Background: an optimization exercise with open tools, aiming at small area. Do not read the settings as production practice. RTL that was checked went through simulation tests only; none was proved equivalent to the original. The clock input has no modelled driver; a real chip could not lean on it and would need a root buffer or a full tree. No activity file was given, so power comes from the tool's default toggle rates.

== v6 ==
// pwm_hw
module pwm_hw(
input clk,                    
input reset,                  
input red,                    
input green,                  
input blue,                   
output [19:0] Red_High_HW,    
output [19:0] Red_Low_HW,     
output [19:0] Green_High_HW,  
output [19:0] Green_Low_HW,   
output [19:0] Blue_High_HW,   
output [19:0] Blue_Low_HW     
             );
HW_PWM Red  (.clk(clk), .reset(reset), .Colour_input(red),   .High_Count(Red_High_HW),   .Low_Count(Red_Low_HW));
HW_PWM Green(.clk(clk), .reset(reset), .Colour_input(green), .High_Count(Green_High_HW), .Low_Count(Green_Low_HW));
HW_PWM Blue (.clk(clk), .reset(reset), .Colour_input(blue),  .High_Count(Blue_High_HW),  .Low_Count(Blue_Low_HW));
endmodule
For scale: ~700 cells after synthesis, roughly 7200 um^2 of cells after synthesis.
Settings: LEC_CHECK=0, CAP_MARGIN=20, CORE_MARGIN=2, CORE_UTILIZATION=40, PLACE_DENSITY=0.6, SLEW_MARGIN=20; clock period 2.0 ns.
standard.sh (not shown) runs the stock make flow with config.mk's settings and CLKGATE_MAP_FILE= SYNTH_SCRIPT=/design/flow/synth_recipe.tcl, a recipe that flattens the netlist after the stock synthesis.
==> flow/flow/run.sh <==
#!/bin/bash
# Own layout flow: the standard ORFS flow, with the port buffers made as
# the smallest buffer and clock tree synthesis without dummy load cells.
set -euo pipefail
cd "$(dirname "$0")/.."
bash standard.sh finish \
  "BUFFER_PORTS_ARGS=-buffer_cell sky130_fd_sc_hd__buf_1" \
  "CTS_ARGS=-sink_clustering_enable -repair_clock_nets -dont_use_dummy_load" \
  > flow_make.log 2>&1
Input-level comparison between v7 and v6:
- setting GPL_TIMING_DRIVEN to 0 for the first time
==> flow/flow/run.sh <==
#!/bin/bash
# Own layout flow: the standard ORFS flow with three changes:
#  - synthesis maps the logic with an area-oriented ABC script (flow/area.abc);
#    everything else in synthesis, including flip-flop mapping, is the standard flow's own
#    synth_recipe.tcl unchanged;
#  - the port buffers are the smallest buffer cell;
#  - clock tree synthesis uses small clock buffers and no dummy load cells.
# Each tool's output goes to flow_make.log here; ORFS keeps per-step logs in orfs/logs.
set -euo pipefail
W="$(cd "$(dirname "$0")/.." && pwd)"
cd "$W"
{
  echo "proc abc {args} {"
  echo "  set i [lsearch -exact \$args -script]"
  echo "  if {\$i >= 0} { lset args [expr {\$i + 1}] $W/flow/area.abc }"
  echo "  yosys abc {*}\$args"
  echo "}"
  cat synth_recipe.tcl
} > area_synth.tcl
bash standard.sh finish \
  "SYNTH_SCRIPT=$W/area_synth.tcl" \
  "BUFFER_PORTS_ARGS=-buffer_cell sky130_fd_sc_hd__buf_1" \
  "CTS_ARGS=-sink_clustering_enable -repair_clock_nets -dont_use_dummy_load -buf_list {sky130_fd_sc_hd__clkbuf_8} -root_buf sky130_fd_sc_hd__clkbuf_16" \
  > flow_make.log 2>&1
==> flow/flow/area.abc (new file) <==
strash
&get -n
&fraig -x
&syn2
&dch -f
&nf -R 1000
&put
==> results.txt <==
v7 ran to completion and came out clean on the timing, DRC and antenna checks. Where shortest clock period the worst path allows after layout is concerned, v6 is better than v7. Taking v6 as the reference, in v7 number of well taps decreased by 13 relative to the old numbers, routed wire length fell about 2.7%, clock network latency to the later pin of the worst-skew pair fell by 0.03 ns.
Function was not checked in any run of this note: the RTL went through the layout flow alone.

* * *

Another version of the RTL of pwm_hw (not shown whole).
Size: about 180 flip-flops, about 5700 um2 of cells after synthesis.
==> flow/design.v (excerpt) <==
module pwm_hw(
input clk,                    
input reset,                  
input red,                    
input green,                  
input blue,                   
output [19:0] Red_High_HW,    
output [19:0] Red_Low_HW,     
output [19:0] Green_High_HW,  
output [19:0] Green_Low_HW,   
output [19:0] Blue_High_HW,   
output [19:0] Blue_Low_HW     
             );
HW_PWM Red  (.clk(clk), .reset(reset), .Colour_input(red),   .High_Count(Red_High_HW),   .Low_Count(Red_Low_HW));
HW_PWM Green(.clk(clk), .reset(reset), .Colour_input(green), .High_Count(Green_High_HW), .Low_Count(Green_Low_HW));
HW_PWM Blue (.clk(clk), .reset(reset), .Colour_input(blue),  .High_Count(Blue_High_HW),  .Low_Count(Blue_Low_HW));
endmodule
==> flow/config.mk <==
export PLATFORM = sky130hd
export DESIGN_NAME = pwm_hw
export DESIGN_NICKNAME = pwm_hw
export VERILOG_FILES = /design/flow/design.v
export SDC_FILE = /design/flow/constraint.sdc
export NUM_CORES = 4
export LEC_CHECK = 0
export CAP_MARGIN = 20
export CORE_MARGIN = 2
export CORE_UTILIZATION = 55
export GPL_TIMING_DRIVEN = 0
export PLACE_DENSITY = 0.7000000000000001
export SETUP_SLACK_MARGIN = -0.05
export SLEW_MARGIN = 20
==> flow/constraint.sdc <==
create_clock -name core_clock -period 2.0 [get_ports {clk}]
set_input_delay 0.4000 -clock core_clock [delete_from_list [all_inputs] [get_ports {clk}]]
set_output_delay 0.4000 -clock core_clock [all_outputs]
set_load 0.01 [all_outputs]
==> flow/flow/run.sh <==
#!/bin/bash
# Own layout flow: the standard ORFS flow (standard.sh) with these changes:
#  - synthesis: the standard flow's synth_recipe.tcl (ORFS synthesis, flip-flop mapping,
#    flatten and renames unchanged), except that the logic is mapped by ABC
#    with the area-oriented script flow/area.abc and without the slow nor4
#    cells, and ORFS's half/full-adder extraction is off (ADDER_MAP_FILE=);
#  - the port buffers are the smallest buffer cell (buf_1);
#  - the clock tree is built by hand from inverters (flow/cts_hook.tcl);
#  - the global-route stage recovers area on non-critical gates
#    (RECOVER_POWER), and timing repair stops at the margin in config.mk.
# make's output goes to flow_make.log here; ORFS writes each step's tool log
# under orfs/logs.
set -euo pipefail
W="$(cd "$(dirname "$0")/.." && pwd)"
cd "$W"
{
  echo "proc abc {args} {"
  echo "  set i [lsearch -exact \$args -script]"
  echo "  if {\$i >= 0} { lset args [expr {\$i + 1}] $W/flow/area.abc }"
  echo "  yosys abc {*}\$args -dont_use sky130_fd_sc_hd__nor4_*"
  echo "}"
  cat synth_recipe.tcl
} > area_synth.tcl
bash standard.sh finish \
  "SYNTH_SCRIPT=$W/area_synth.tcl" \
  "ADDER_MAP_FILE=" \
  "BUFFER_PORTS_ARGS=-buffer_cell sky130_fd_sc_hd__buf_1" \
  "RECOVER_POWER=100" \
  "PRE_CTS_TCL=$W/flow/cts_hook.tcl" \
  > flow_make.log 2>&1
==> flow/flow/area.abc <==
strash
&get -n
&fraig -x
&put
strash
&get -n
&dch -f
&nf -R 1000
&put
==> flow/flow/manual_cts.tcl <==
# Manual clock tree: the clock net's sinks (the flip-flops) are split into
# balanced clusters by recursive bisection of their placement; each cluster gets
# a leaf driver at its centroid. The leaves are fed through one root driver at
# the leaves' centroid (or from the clock net directly if MCTS_ROOT is empty).
# Detailed placement afterwards legalises the new cells.
# Env: MCTS_NET (clock net), MCTS_LEAVES (count), MCTS_LEAF (cell),
# MCTS_ROOT (cell or empty).
proc mcts_split {pins n} {
  if {$n <= 1} { return [list $pins] }
  set xs {}; set ys {}
  foreach p $pins { lappend xs [lindex $p 1]; lappend ys [lindex $p 2] }
  set dx [expr {[tcl::mathfunc::max {*}$xs] - [tcl::mathfunc::min {*}$xs]}]
  set dy [expr {[tcl::mathfunc::max {*}$ys] - [tcl::mathfunc::min {*}$ys]}]
  set idx [expr {$dx >= $dy ? 1 : 2}]
  set sorted [lsort -real -index $idx $pins]
  set n1 [expr {$n / 2}]
  set k [expr {round(double([llength $pins]) * $n1 / $n)}]
  return [concat [mcts_split [lrange $sorted 0 [expr {$k - 1}]] $n1] \
                 [mcts_split [lrange $sorted $k end] [expr {$n - $n1}]]]
}
proc mcts_build {} {
  set db [ord::get_db]
  set block [ord::get_db_block]
  set clknet [$block findNet $::env(MCTS_NET)]
  set pins {}
  foreach it [$clknet getITerms] {
    set inst [$it getInst]
    set bb [$inst getBBox]
    lappend pins [list $it [expr {([$bb xMin] + [$bb xMax]) / 2.0}] [expr {([$bb yMin] + [$bb yMax]) / 2.0}]]
  }
  set nleaf $::env(MCTS_LEAVES)
  set clusters [mcts_split $pins $nleaf]
  set leafm [$db findMaster $::env(MCTS_LEAF)]
  set rootnet $clknet
  if {$::env(MCTS_ROOT) ne ""} {
    set rootm [$db findMaster $::env(MCTS_ROOT)]
    set root [odb::dbInst_create $block $rootm mcts_root]
    set rootnet [odb::dbNet_create $block mcts_clk_root]
    $rootnet setSigType CLOCK
    [$root findITerm A] connect $clknet
    [$root findITerm [expr {[$root findITerm X] ne "NULL" ? "X" : "Y"}]] connect $rootnet
  }
  set i 0; set sx 0; set sy 0
  foreach c $clusters {
    set net [odb::dbNet_create $block mcts_clk_$i]
    $net setSigType CLOCK
    set inst [odb::dbInst_create $block $leafm mcts_leaf_$i]
    set cx 0; set cy 0
    foreach p $c {
      set it [lindex $p 0]
      $it disconnect
      $it connect $net
      set cx [expr {$cx + [lindex $p 1]}]; set cy [expr {$cy + [lindex $p 2]}]
    }
    set cx [expr {int($cx / [llength $c])}]; set cy [expr {int($cy / [llength $c])}]
    $inst setLocation $cx $cy
    $inst setPlacementStatus PLACED
    [$inst findITerm A] connect $rootnet
    set out [$inst findITerm X]
    if {$out eq "NULL"} { set out [$inst findITerm Y] }
    $out connect $net
    puts "mcts leaf $i: [llength $c] sinks at $cx $cy"
    set sx [expr {$sx + $cx}]; set sy [expr {$sy + $cy}]
    incr i
  }
  if {$::env(MCTS_ROOT) ne ""} {
    $root setLocation [expr {int($sx / $i)}] [expr {int($sy / $i)}]
    $root setPlacementStatus PLACED
  }
}
Other scripts of this flow, unchanged in this note and not shown: flow/flow/cts_hook.tcl
Edit:
==> flow/flow/area.abc (replaced) <==
strash
&get -n
&fraig -x
&put
strash
dch -f
&get -n
&nf -R 1000
&put
Routed wire length stays flat.
Final area came out higher by 0.97%.
Total power goes up by 0.52%.
Edit:
==> flow/flow/run.sh (replaced) <==
#!/bin/bash
# Own layout flow: the standard ORFS flow with three changes:
#  - synthesis maps the logic with an area-oriented ABC script (flow/area.abc);
#    everything else in synthesis, including flip-flop mapping, is the standard flow's own
#    synth_recipe.tcl unchanged;
#  - the port buffers are the smallest buffer cell;
#  - the clock tree is built by hand from inverters (flow/cts_hook.tcl).
# Each tool's output goes to flow_make.log here; ORFS keeps per-step logs in orfs/logs.
set -euo pipefail
W="$(cd "$(dirname "$0")/.." && pwd)"
cd "$W"
{
  echo "proc abc {args} {"
  echo "  set i [lsearch -exact \$args -script]"
  echo "  if {\$i >= 0} { lset args [expr {\$i + 1}] $W/flow/area.abc }"
  echo "  yosys abc {*}\$args -dont_use sky130_fd_sc_hd__nor4_*"
  echo "}"
  cat synth_recipe.tcl
} > area_synth.tcl
bash standard.sh finish \
  "SYNTH_SCRIPT=$W/area_synth.tcl" \
  "ADDER_MAP_FILE=" \
  "BUFFER_PORTS_ARGS=-buffer_cell sky130_fd_sc_hd__buf_1" \
  "RECOVER_POWER=100" \
  "PRE_CTS_TCL=$W/flow/cts_hook.tcl" \
  > flow_make.log 2>&1
==> flow/flow/area.abc (replaced) <==
strash
&get -n
&fraig -x
&put
strash
&get -n
&dch -f
&nf -R 1000
&put
strash
&get -n
&dch -f
&nf -R 1000
&put
strash
&get -n
&dch -f
&nf -R 1000
&put
strash
&get -n
&dch -f
&nf -R 1000
&put
strash
&get -n
&dch -f
&nf -R 1000
&put
strash
&get -n
&dch -f
&nf -R 1000
&put
strash
&get -n
&dch -f
&nf -R 1000
&put
strash
&get -n
&dch -f
&nf -R 1000
&put
--- a/flow/flow/manual_cts.tcl
+++ b/flow/flow/manual_cts.tcl
@@ -1,7 +0,0 @@
-# Manual clock tree: the clock net's sinks (the flip-flops) are split into
-# balanced clusters by recursive bisection of their placement; each cluster gets
-# a leaf driver at its centroid. The leaves are fed through one root driver at
-# the leaves' centroid (or from the clock net directly if MCTS_ROOT is empty).
-# Detailed placement afterwards legalises the new cells.
-# Env: MCTS_NET (clock net), MCTS_LEAVES (count), MCTS_LEAF (cell),
-# MCTS_ROOT (cell or empty).
--- a/flow/config.mk
+++ b/flow/config.mk
@@ -10 +10 @@
-export CORE_UTILIZATION = 55
+export CORE_UTILIZATION = 40
@@ -12,2 +12,2 @@
-export PLACE_DENSITY = 0.7000000000000001
-export SETUP_SLACK_MARGIN = -0.05
+export PLACE_DENSITY = 0.6
+export SETUP_SLACK_MARGIN = -0.1
The changed run finished with negative setup slack left.
Sequential share of layout area shrinks by 2.5 points.
Wire length rose by 9.7%.
Maximum frequency is lower by 18%.
Area after synthesis came out lower by 2.0%.
Clock skew barely changes.
Cell count climbs by 8.3%.
Utilization is lower by 14 points.
First-iteration DRC count came out higher by 64%.
Power barely changes.
Critical path depth rises by 5.
Hold slack gets worse by 0.014 ns.
In every run of this note, the design's own scripts or RTL, not TritonCTS, make the clock network.

-- separate check: timing with driven ports --
How much do the figures lean on ideal ports? The routed layouts below were timed once more, with nothing changed but the port constraints.
Step 1: set_driving_cell puts a clkbuf_16 on clk and a buf_2 on each other input, an assumption about the parent block.
Step 2 moves the port delays by t, midway between the first and last clock arrival at a register: inputs arrive t later, outputs are due t later. That takes back most of the time a late clock gives input paths.
Three values: ideal, step 1, step 2; two values: the first two.
run | t (ns) | setup WS [ns] | hold WS [ns]
v6 | 0.456 | 0.164 / 0.164 / 0.164 | 0.258 / 0.247 / 0.493
v7 | 0.416 | 0.099 / 0.099 / -0.066 | 0.306 / 0.286 / 0.471
the first run of note 2 | 0.278 | 0.123 / 0.123 / -0.133 | 0.391 / 0.378 / 0.483
the second run of note 2 | 0.284 | 0.079 / 0.086 / -0.198 | 0.428 / 0.411 / 0.486
the third run of note 2 | 0.283 | -0.346 / -0.346 / -0.455 | 0.414 / 0.402 / 0.486
Met with ideal ports but missed after step 2: setup timing in v7, the first run of note 2 and the second run of note 2. For the second run of note 2, which loses most, drivers alone change the setup slack by +0.007 ns; drivers and shift together by -0.277 ns.
